This design comes from an exercise in tuning for a short achievable clock period and few clock cycles on the open sky130 flow, not from production work.
The RTL of this run was laid out without a check of its function.
Power is estimated from default activity; no workload was simulated.

<file path="flow/run.sh">
#!/bin/bash
# synth_recipe.tcl (not shown) runs the flow's synth.tcl, then flattens the netlist and writes it again
# the make line also repeats each setting of config.mk as NAME=value (left out here)
make -C /OpenROAD-flow-scripts/flow DESIGN_CONFIG=/design/flow/config.mk WORK_HOME=/design/flow/orfs CLKGATE_MAP_FILE= SYNTH_SCRIPT=/design/flow/synth_recipe.tcl finish
</file>
<file path="flow/config.mk">
export PLATFORM = sky130hd
export DESIGN_NAME = procesamiento
export DESIGN_NICKNAME = procesamiento
export VERILOG_FILES = /design/flow/design.v
export SDC_FILE = /design/flow/constraint.sdc
export NUM_CORES = 4
export LEC_CHECK = 0
export CAP_MARGIN = 20
export CORE_MARGIN = 2
export CORE_UTILIZATION = 40
export SLEW_MARGIN = 20
</file>
<file path="flow/constraint.sdc">
create_clock -name core_clock -period 5.0 [get_ports {clk}]
set_input_delay 1.0000 -clock core_clock [delete_from_list [all_inputs] [get_ports {clk}]]
set_output_delay 1.0000 -clock core_clock [all_outputs]
set_load 0.01 [all_outputs]
</file>
<file path="flow/design.v">
`timescale 10ns / 1ns
module procesamiento#(
		parameter n = 120,   
		parameter m = 160,   
		parameter AW = 15,		  
	    parameter DW = 12		  
		)
		(
		clk,
		rst,
		init_procesamiento,
		proc_addr_in,  
	    proc_data_in,  
	    color,
	    figure,
	    done
   );
        input clk;
		input rst;
		input init_procesamiento;
		output reg [AW-1: 0] proc_addr_in;  
	    input [DW-1: 0] proc_data_in;  
		output reg [1:0] color; 
		output reg [1:0] figure;
		output reg  done;
		reg [18:0] R;
		reg [18:0] G;
		reg [18:0] B;
		localparam min_R=1;
		localparam min_G=1;
		localparam min_B=1;
localparam INIT=0,ADD_COL=1,SEL_COL=2,ADD_ACH_MAY=3,DONE=4,CARGAR_DATO=5,NOTHING=6, imaSiz=19200;
reg Done,Add_Anc_May, Sel_Color, Add_Columna, Cargar_Dato, Reset;
reg [2:0]status;
reg was_init_procesamiento;  
reg aux_init_procesamiento;  
reg enable;
reg [7:0] col;
reg [6:0] fil;
localparam min_ancho_actual=7;
reg [7:0] ancho_actual;
reg [7:0] ancho_anterior;
reg [6:0] ancho_mayor;
reg [6:0] fila_valida;
always @(negedge clk) begin
    if(rst|Reset) begin
        color<=0; 
        figure<=0;
        done<=0;
        col<=1;
        fil<=1;
        ancho_actual<=0;
        ancho_anterior<=0;
        ancho_mayor<=0;
        fila_valida<=0;
        R<=0;
        G<=0;
        B<=0;
        aux_init_procesamiento<=0;
        proc_addr_in<=15'b1111_1111_1111_111;
        end
        else begin
        if(Cargar_Dato) begin
          proc_addr_in=proc_addr_in+1;
        end
        else if(Done) begin
        done<=1;
        aux_init_procesamiento<=0;
        if(ancho_actual>min_ancho_actual)begin 
                fila_valida<=fila_valida+1;
                if(ancho_anterior<ancho_actual)ancho_mayor<=ancho_mayor+1;
            end
        if(R>G&R>B) color<=1;  
        else if(G>R&G>B) color<=2;  
        else if(B>R&B>G) color<=3;  
        else color<=0;
        if(fila_valida>=ancho_mayor&ancho_mayor>(fila_valida>>1)) figure<=1; 
        else if((fila_valida>>1)>=ancho_mayor&ancho_mayor>(fila_valida>>2)) figure<=2;  
        else if(fila_valida>0) figure<=3;  
        else figure<=0;
        end
        else if (Add_Anc_May)begin
        fil<=fil+3;
        proc_addr_in<=proc_addr_in+2*m;
        col<=0;
            if(ancho_actual>min_ancho_actual)begin 
                fila_valida<=fila_valida+1;
                if(ancho_anterior<ancho_actual)ancho_mayor<=ancho_mayor+1;
            end
        ancho_anterior<=ancho_actual;
        ancho_actual<=0;       
        end
        else if (Sel_Color)begin
        ancho_actual<=ancho_actual+1;
        R<=R+proc_data_in[11:8];
        G<=G+proc_data_in[7:4];
        B<=B+proc_data_in[3:0];
        end
        else if (Add_Columna)begin
        col<=col+1; 
        end
    end        
end
always @(posedge clk)begin
    if(rst|Reset)begin
    status<=0;
    Done<=0;
    Add_Anc_May<=0; 
    Sel_Color<=0; 
    Add_Columna<=0; 
    Cargar_Dato<=0;
    Reset<=0;
    enable<=1;
    was_init_procesamiento<=0;
    end
    else begin
     case (status)
         INIT:begin
         Done<=0;
         Add_Anc_May<=0;
         Sel_Color<=0;
         Add_Columna<=0;
         Cargar_Dato<=0;
         if((~was_init_procesamiento)|enable)begin
            if(init_procesamiento|enable)begin
               was_init_procesamiento<=1;
               Reset<=0;
               status<=CARGAR_DATO;
               enable<=0;       
            end
         aux_init_procesamiento<=init_procesamiento;
         end
         if(~init_procesamiento) Reset<=1;
         end
         CARGAR_DATO:begin 
         Done<=0;
         Add_Anc_May<=0;
         Sel_Color<=0;
         Add_Columna<=0;
         Cargar_Dato<=1;
         if(proc_data_in[11:8]>=min_R|proc_data_in[7:4]>=min_G|proc_data_in[3:0]>=min_B) begin 
         status<=SEL_COL;
         end
         else if(col>=m) begin
         status<=ADD_ACH_MAY;
         end
         else status<=ADD_COL;
         end
         SEL_COL: begin
         Done<=0;
         Add_Anc_May<=0;
         Sel_Color<=1;
         Add_Columna<=0;
         Cargar_Dato<=0;
         if(col>=m)begin
         status<=ADD_ACH_MAY;
         end
         else status<=ADD_COL;
         end
         ADD_ACH_MAY:begin
         Add_Anc_May<=1;
         Sel_Color<=0;
         Add_Columna<=0;
         Cargar_Dato<=0;
         status<=ADD_COL;
         end
         ADD_COL:begin 
         Done<=0;
         Add_Anc_May<=0;
         Sel_Color<=0;
         Add_Columna<=1;
         Cargar_Dato<=0;
         if(fil>n) status=DONE;
         else status=CARGAR_DATO;      
         end
         DONE:begin
             Done<=1;
             Add_Anc_May<=0;
             Sel_Color<=0;
             Add_Columna<=0;
             Cargar_Dato<=0;
             was_init_procesamiento<=0;
         status<=NOTHING;
         end
         NOTHING:begin
             if(init_procesamiento)begin
                 status<=INIT;
                 enable<=1;
                 Reset<=1;  
              end
         end
         default: status<=INIT;
    endcase
 end
end
endmodule
</file>
==> summary.txt <==
Worst setup path:
- STA puts the critical path data required time at 2.84 ns.
- The element type at the critical path end is a flip-flop.
- The critical-path maximum fanout is 3.
- The end of the worst register-to-register path is R[18].
- The worst register-to-register path has a setup slack of 0.31 ns.
- For this run, the slowest stage of the critical path takes 0.38 ns.
- The critical path is of the in -> reg type.
- The startpoint identified for the worst register-to-register timing path is Done.
- The cell with the most instances on the worst path is nor2b_4.
- The buffer and inverter count on the worst path is 2.
- The end point of the critical path is G[18].
- Grouping stages by cell kind, the critical path spends the most delay in simple AND/OR/NAND/NOR gates.
- Tracing the worst setup path back leads to its startpoint at proc_data_in[4].
- The signal on the critical path passes through buf_8 > ha_4 > inv_2 > fa_2 > nor2b_4 > o21ai_4 > a2111oi_4 > nor2b_4 > nand4_1 > xnor2_1 > nor2_1.
- The category of the worst setup path launch point is a primary input.
- Data on the critical path arrives at its endpoint at 2.80 ns.
- The total number of cells along the worst setup path is 11.
- The slowest stage of the critical path is the fa_2 cell.
- The worst-case reg-to-reg path depth is 7.

Yosys:
- In the synthesized netlist the dominant register cell turns out to be dfxtp_1.
- By area, the combinational part of the netlist is dominated by simple AND/OR/NAND/NOR gates.
- The synthesized netlist devotes 8.024% of its cell area to XOR and XNOR gates.
- Counting flops and latches in the post-synthesis netlist gives 133.
- The synthesized netlist devotes 13.52% of its cell area to compound gates.
- The number of synthesized flops with an enable pin is 0.
- The portion of netlist area occupied by mux cells is 0.6281%.
- The register area share after synthesis is 33.42%.
- The top cell type's share of synthesized area is 33.42%.
- In the post-synthesis netlist, the biggest area contributors are dfxtp_1 33%, ha_1 16%, nor2_1 5.3%.
- By instance count, the leading cell after synthesis is dfxtp_1.
- The simple-gate area share of the yosys netlist is 22.25%.
- The cell type with the largest total area after synthesis is dfxtp_1.
- Summing the areas of all fa, ha and maj instances in the mapped netlist gives 17.05% of the synthesized area.
- The async set or reset register ratio after synthesis is 0%.
- For this run, the number of Yosys warnings is 1.
- After technology mapping, the gate count stands at 972.
- After synthesis the cells add up to 7968 um^2.
- The mean area per synthesized cell is 8.197 um^2.
- By count the netlist is led by 133 x dfxtp_1, 113 x nor2_1, 103 x ha_1.
- The distinct cell type count after synthesis is 55.
- The number of nets handed over by synthesis was 1093.

Hold path:
- The hold path depth is 2.
- The type of the worst min-delay path is reg -> reg.
- The beginning of the worst hold path is ancho_anterior[0].

Power and ir drop:
- IR analysis of the VDD net gives a maximum drop of 0.0002259 V.
- The power density normalized to cell area is 328.0 nW/um^2.
- The analysis attributes to cell leakage a power of 4.480 nW.

Route:
- For this run, design rule violations remaining after detail routing come to 0.
- Detailed routing inserted a total of 7204 vias.
- The iteration count of the initial detailed-routing pass is 5.
- The final antenna-violating net count is 0.
- The mean number of vias per cell is 5.006.
- The average wire per standard cell is 13.35 um.
- For this block, the initial DRC count from the detailed router was 282.
- Summed over all layers, the routed wires come to 19210 um.

Place:
- The count of buffers added on input and output ports is 34.
- Once detailed placement completed, the half-perimeter wirelength came to 14100 um.
- The final RePlAce weighted congestion is 0.8106.
- Prior to clock tree synthesis, the placed netlist has a worst setup slack of -0.9908 ns.

STA:
- The final worst setup slack is 0.03822 ns.
- For the final database, setup skew stands at 0.04084 ns.
- The headroom to the max-slew limit is 50.95%.
- Setup repair after global routing could not meet its margin everywhere.
- In the final timing run, aggregate negative setup slack is 0 ns.
- The final setup violation count is 0.
- The total count of max-transition violations in the final report is 0.
- For the pin with the worst max-slew slack, the measured transition is 0.7291 ns.
- The final count of hold timing violations came to 0.

Clocking:
- The number of buffers between clock root and the deepest sink is 2.
- Clock tree synthesis selected as its root buffer the cell clkbuf_16.
- In this run, CTS created clock tree buffers numbering 17.
- After clock tree synthesis, the clock-pin slew on the worst setup and hold paths is 0.03 ns.
- TritonCTS built the clock tree.
- The H-tree generated during clock tree synthesis spans 4 levels.
- The clock reaches the later pin of the worst-skew pair after 0.46 ns.
- The clock sink count is 133.

Final layout:
- The share of cells above drive strength 1 is 9.455%.
- The number of nets at the end of the flow is 1283.
- Relative to the synthesized area, the layout overhead comes to 26.77%.
- The number of antenna diodes in the final layout is 0.

GRT:
- The via count of the first global-routing pass came to 7247.
- The initial antenna violation count is 0.
- The global-route wire length before repair is 33290 um.
- The leftover overflow at the end of global routing is 0.
- The pin count of the biggest net entering global routing is 26.
- The global router's overall resource usage is 18.93%.

Die:
- The starting density of the core is 40.80%.
- The floorplan step set the die width to 145.1 um.
- Pin placement for this block handled 35 I/O pins.
- The die outline area is 21060 um^2.
- The floorplan step set the die height to 145.1 um.
- In this run the core area contains 51 standard-cell rows.
- The core region area is 19530 um^2.

Flow run:
- The max capacitance violation total is 0.

Run status:
- The run finished with no timing, DRC or antenna violations.
how the worst min path moves through the flow:
stage | slack (ns) | to
floorplan | 0.43 | ancho_anterior[0]
global placement | 0.44 | ancho_anterior[0]
detailed placement | 0.45 | ancho_anterior[6]
CTS | 0.46 | ancho_anterior[6]
global route | 0.48 | ancho_anterior[1]
finish | 0.45 | ancho_anterior[0]
registers in the layout, summed over array words and instances, names as in the netlist:
| name | cells |
|---|---|
| ancho_anterior | 8 |
| Cargar_Dato | 1 |
| Reset | 1 |
| fila_valida | 7 |
| enable | 1 |
| was_init_procesamiento | 1 |
| Add_Anc_May | 1 |
| Sel_Color | 1 |
| ancho_mayor | 7 |
| status | 3 |
| G | 19 |
| proc_addr_in | 15 |
| B | 19 |
| R | 19 |
| figure | 2 |
| Add_Columna | 1 |
| ancho_actual | 8 |
| done | 1 |
| fil | 7 |
| col | 8 |
| color | 2 |
| Done | 1 |
kinds of logic (layout without fill, tap and decap cells):
logic type | after synthesis | after routing
and+or+nand+nor | 367 | 367
muxes | 5 | 5
DFF | 133 | 133
AOI/OAI and AO/OA | 179 | 179
xor gates and xnor gates | 73 | 73
adders and majority gates | 107 | 107
buffers and inverters | 108 | 310
worst reg2reg max path, stage by stage (launching register included):
cell	delay, ns
dfxtp_1	0.39
nor4b_4	0.39
nand4_1	0.23
or3_1	0.49
nor3_4	0.27
nand4_1	0.14
xnor2_1	0.15
nor2_1	0.05
through the flow:
stage	power [mW]	std cells	hold WS, ns	cell area, um^2	util [%]
6_report	3.313	1439	0.4543	10100	51.73
5_1_grt	3.555	1439	0.4773	10100	51.73
4_1_cts	3.374	1437	0.4567	10050	51.47
3_5_place_dp	1.783	1283	0.4526	8920	45.68
3_3_place_gp	1.778	1283	0.4448	8920	45.68
2_1_floorplan	1.604	972	0.4312	8004	-
cell usage in the layout, fill, tap and decap left out, types with 5 or more instances in the layout:
| cell type | count |
|---|---|
| a21oi_1 | 76 |
| nand2b_1 | 5 |
| mux2i_1 | 5 |
| ha_1 | 99 |
| a211oi_1 | 9 |
| and3_1 | 12 |
| inv_1 | 199 |
| dfxtp_1 | 133 |
| and4_1 | 13 |
| or3_1 | 15 |
| nor3_1 | 13 |
| o21ai_0 | 44 |
| xor2_1 | 26 |
| clkdlybuf4s50_1 | 25 |
| nor4_1 | 7 |
| clkbuf_16 | 18 |
| nor2b_1 | 6 |
| inv_4 | 5 |
| buf_4 | 38 |
| nand2_1 | 94 |
| xnor2_1 | 47 |
| nand4_1 | 20 |
| nand3_1 | 48 |
| nor2_1 | 113 |
| a21o_1 | 12 |
| o21a_1 | 8 |
per-layer routing:
layer	GRT usage, %	wire [um]	part of all wire (%)	vias to the layer above
met2	30.21	8733	45	99
met3	4.403	636	3.3	24
met5	0	0	0	-
met4	9.216	266	1.4	0
li1	-	-	-	3759
met1	24.12	9573	50	3322
cell type report:
cell class | instances | area [um^2]
timing repair buffer | 76 | 694.4
clock inverter | 134 | 598.1
sequential | 133 | 2663
clock buffer | 19 | 464.2
tap | 265 | 331.6
inverter | 81 | 304.0
multi-input combinational | 731 | 5046
fill | 1927 | 9425
power by group:
part / leakage [nW] / internal [mW] / switching [mW] / total [mW]
Clock: 0.955 / 0.918 / 0.771 / 1.69
Sequential: 1.07 / 1.12 / 0.0671 / 1.19
Combinational: 2.45 / 0.192 / 0.247 / 0.439
Total: 4.48 / 2.23 / 1.09 / 3.31
repair_timing:
item / CTS / global route
resized for setup: 25 / 16
endpoints found under the hold margin: 0 / 0
endpoints found under the setup margin: 35 / 19
pin swaps: 11 / 13
hold buffers: 0 / 0
setup buffers: 2 / 2
